This design comes from an exercise in tuning for a short achievable clock period and few clock cycles on the open sky130 flow, not from production work. Only simulation tests tie the RTL to the original design; equivalence was not proved.

==> inputs of wip/lagoon <==
// IntegratedDatapath
module IntegratedDatapath(
	input Reset,
	input Clock,
	output [13:0] MemAddr,
	output [15:0] MemWData,
	output MemWE,
	input [15:0] MemRData
);
export LEC_CHECK = 0
export CAP_MARGIN = 20
export CORE_MARGIN = 2
export CORE_UTILIZATION = 40
export SLEW_MARGIN = 20
create_clock -name core_clock -period 9.0 [get_ports {Clock}]
standard.sh (not shown) runs the stock make flow with config.mk's settings and CLKGATE_MAP_FILE= SYNTH_SCRIPT=/design/flow/synth_recipe.tcl, a recipe that flattens the netlist after the stock synthesis.
==> flow/flow/run.sh <==
#!/bin/bash
set -uo pipefail
bash standard.sh ADDER_MAP_FILE= SETUP_SLACK_MARGIN=6.5 MATCH_CELL_FOOTPRINT=0 \
	"BUFFER_PORTS_ARGS=-buffer_cell sky130_fd_sc_hd__buf_4" finish > flow_make.log 2>&1
status=$?
tail -5 flow_make.log
exit $status
==> inputs of wip/sierra, as changes to wip/lagoon <==
--- a/flow/design.v
+++ b/flow/design.v
@@ -116,12 +116,13 @@
 reg         e_meq, e_mlt, e_mgt;  
 reg  [3:0]  e_rs, e_rd, e_dst;
 reg  [2:0]  e_rt, e_rss, e_rds;
 reg  [15:0] v_rs, v_rt, v_rd, v_rss, v_rds;
 reg         hx_rs, hx_rt, hx_rd, hx_rss, hx_rds;    
 reg  [7:0]  e_imm;
+reg  [15:0] e_nimm;               
 reg         e_wr;                 
 reg         x_v;                  
 reg  [3:0]  x_dst;                
 reg  [15:0] x_res;
 reg         m_busy, m_ld, m_st;
 reg  [3:0]  m_dst;
@@ -259,19 +260,22 @@
 KSAdd u_brt (.a(d_pcp2), .b({{11{ir[3]}}, ir[3:0], 1'b0}), .cin(1'b0), .s(d_brt), .cout());
 wire [15:0] d_jt  = {d_pcp2[15:11], ir[10:0]};
 wire        d_sjr = d_jr & (i_rd == 4'd5);
 wire        d_stk = d_jump | d_call | (d_br & ir[3]) | d_sjr;
 wire [15:0] d_starget = d_sjr ? ras : (d_jump | d_call) ? d_jt : d_brt;
 wire        d_match = d_hit & (ir == d_bins);    
-wire        d_ptk = d_match | d_stk;
-wire [15:0] d_npc = d_match ? d_tgt : d_starget;
+wire        d_zv  = (d_bne | d_beq) & (i_rss == 4'd0) & eg & e_addi & (e_dst == i_rd) &
+                    ({1'b0, e_rss} == e_dst);
+wire        d_zz  = f_rss == e_nimm;
+wire        d_ptk = d_zv ? (d_bne ^ d_zz) : (d_match | d_stk);
+wire [15:0] d_npc = (d_match & ~d_zv) ? d_tgt : d_starget;
 wire        e_flush;
 wire        eg = e_go & ~r_fl;
 assign      stall = e_stl & ~r_fl;
-wire        d_redirect = d_valid & ~e_flush & ~stall & (d_hit ? ~d_match : d_stk);
-wire [15:0] d_target = d_stk ? d_starget : d_pcp2;
+wire        d_redirect = d_valid & ~e_flush & ~stall & (d_hit ? (~d_match | ~d_ptk) : d_ptk);
+wire [15:0] d_target = d_ptk ? d_starget : d_pcp2;
 wire [3:0]  d_dst = d_call ? 4'd5 : (d_lli | d_lui) ? i_rds : i_rd;
 wire        d_wr  = (d_rtype | d_not | d_addi | d_sll | d_srl | d_lli | d_lui | d_call) & (d_dst != 4'd0);
 wire u_rs = d_rtype | d_not;
 wire u_rt = d_rtype;
 wire u_rd = d_store | d_br | d_jr;
 wire u_rss = d_addi | d_sll | d_srl | d_load | d_store | d_br;
@@ -356,13 +360,13 @@
 		e_lui <= 1'b0; e_call <= 1'b0; e_jump <= 1'b0; e_load <= 1'b0; e_store <= 1'b0;
 		e_jr <= 1'b0; e_br <= 1'b0; e_ldv <= 1'b0;
 		e_teq <= 1'b0; e_tlt <= 1'b0; e_tgt <= 1'b0; e_meq <= 1'b0; e_mlt <= 1'b0; e_mgt <= 1'b0;
 		e_rs <= 4'd0; e_rd <= 4'd0; e_dst <= 4'd0; e_rt <= 3'd0; e_rss <= 3'd0; e_rds <= 3'd0;
 		v_rs <= 16'd0; v_rt <= 16'd0; v_rd <= 16'd0; v_rss <= 16'd0; v_rds <= 16'd0;
 		hx_rs <= 1'b0; hx_rt <= 1'b0; hx_rd <= 1'b0; hx_rss <= 1'b0; hx_rds <= 1'b0;
-		e_imm <= 8'd0; e_wr <= 1'b0;
+		e_imm <= 8'd0; e_nimm <= 16'd0; e_wr <= 1'b0;
 		x_v <= 1'b0; x_dst <= 4'd0; x_res <= 16'd0;
 		m_busy <= 1'b0; m_ld <= 1'b0; m_st <= 1'b0; m_dst <= 4'd0; m_wdata <= 16'd0;
 		lw_v <= 1'b0; lw_dst <= 4'd0;
 		bu_alloc <= 1'b0; bu_inval <= 1'b0; bu_fix <= 1'b0; bu_ret <= 1'b0;
 		bu_pc <= 16'd0; bu_ir <= 16'd0; bu_tgt <= 16'd0; bu_hitv <= {NB{1'b0}};
 	end else begin
@@ -428,12 +432,13 @@
 			e_mlt <= d_br & (t_lt ^ d_ptk);
 			e_mgt <= d_br & (t_gt ^ d_ptk);
 			e_rs <= i_rs; e_rt <= ir[2:0]; e_rd <= i_rd; e_rss <= ir[6:4]; e_rds <= ir[10:8];
 			v_rs <= d_rs_v; v_rt <= d_rt_v; v_rd <= d_rd_v; v_rss <= d_rss_v; v_rds <= d_rds_v;
 			hx_rs <= p_hx_rs; hx_rt <= p_hx_rt; hx_rd <= p_hx_rd; hx_rss <= p_hx_rss; hx_rds <= p_hx_rds;
 			e_imm <= ir[7:0];
+			e_nimm <= 16'd0 - {{12{ir[3]}}, ir[3:0]};
 			e_dst <= d_dst;
 			e_wr <= d_wr;
 		end
 		x_v <= e_we;
 		x_dst <= e_dst;
 		x_res <= e_res;
--- a/flow/config.mk
+++ b/flow/config.mk
@@ -4,8 +4,8 @@
 export VERILOG_FILES = /design/flow/design.v
 export SDC_FILE = /design/flow/constraint.sdc
 export NUM_CORES = 4
 export LEC_CHECK = 0
 export CAP_MARGIN = 20
 export CORE_MARGIN = 2
-export CORE_UTILIZATION = 40
+export CORE_UTILIZATION = 28
 export SLEW_MARGIN = 20
==> impl_metrics.json <==
{
  "status": "aborted with a tool error",
  "stop_stage": "5_1_grt",
  "error": "[ERROR GRT-0232] Routing congestion too high. Check the congestion heatmap in the GUI.",
  "synth-xor-area-share_pct": 10.80,
  "grt_usage_pct": 42.75,
  "yosys.area_share.simple_pct": 15.12
}
[end of results for wip/sierra]
==> impl_metrics.json <==
{
  "stop_stage": "5_1_grt",
  "synth_compound_area_share_pct": 15.69,
  "status": "aborted with a tool error",
  "synth-xor-area-share_pct": 10.78,
  "synth.area.top_cells": "dfrtp_1, xnor2_1, mux2_2",
  "dieHeight_um": 612.0,
  "yosys.area_share.simple_pct": 14.32,
  "error": "[ERROR GRT-0232] Routing congestion too high. Check the congestion heatmap in the GUI."
}
[end of results for wip/lagoon]
Testbench counts of wip/lagoon, summed over its fixed seeds: cycles 124,670.
Testbench counts of wip/sierra, summed over its fixed seeds: cycles 122,599.
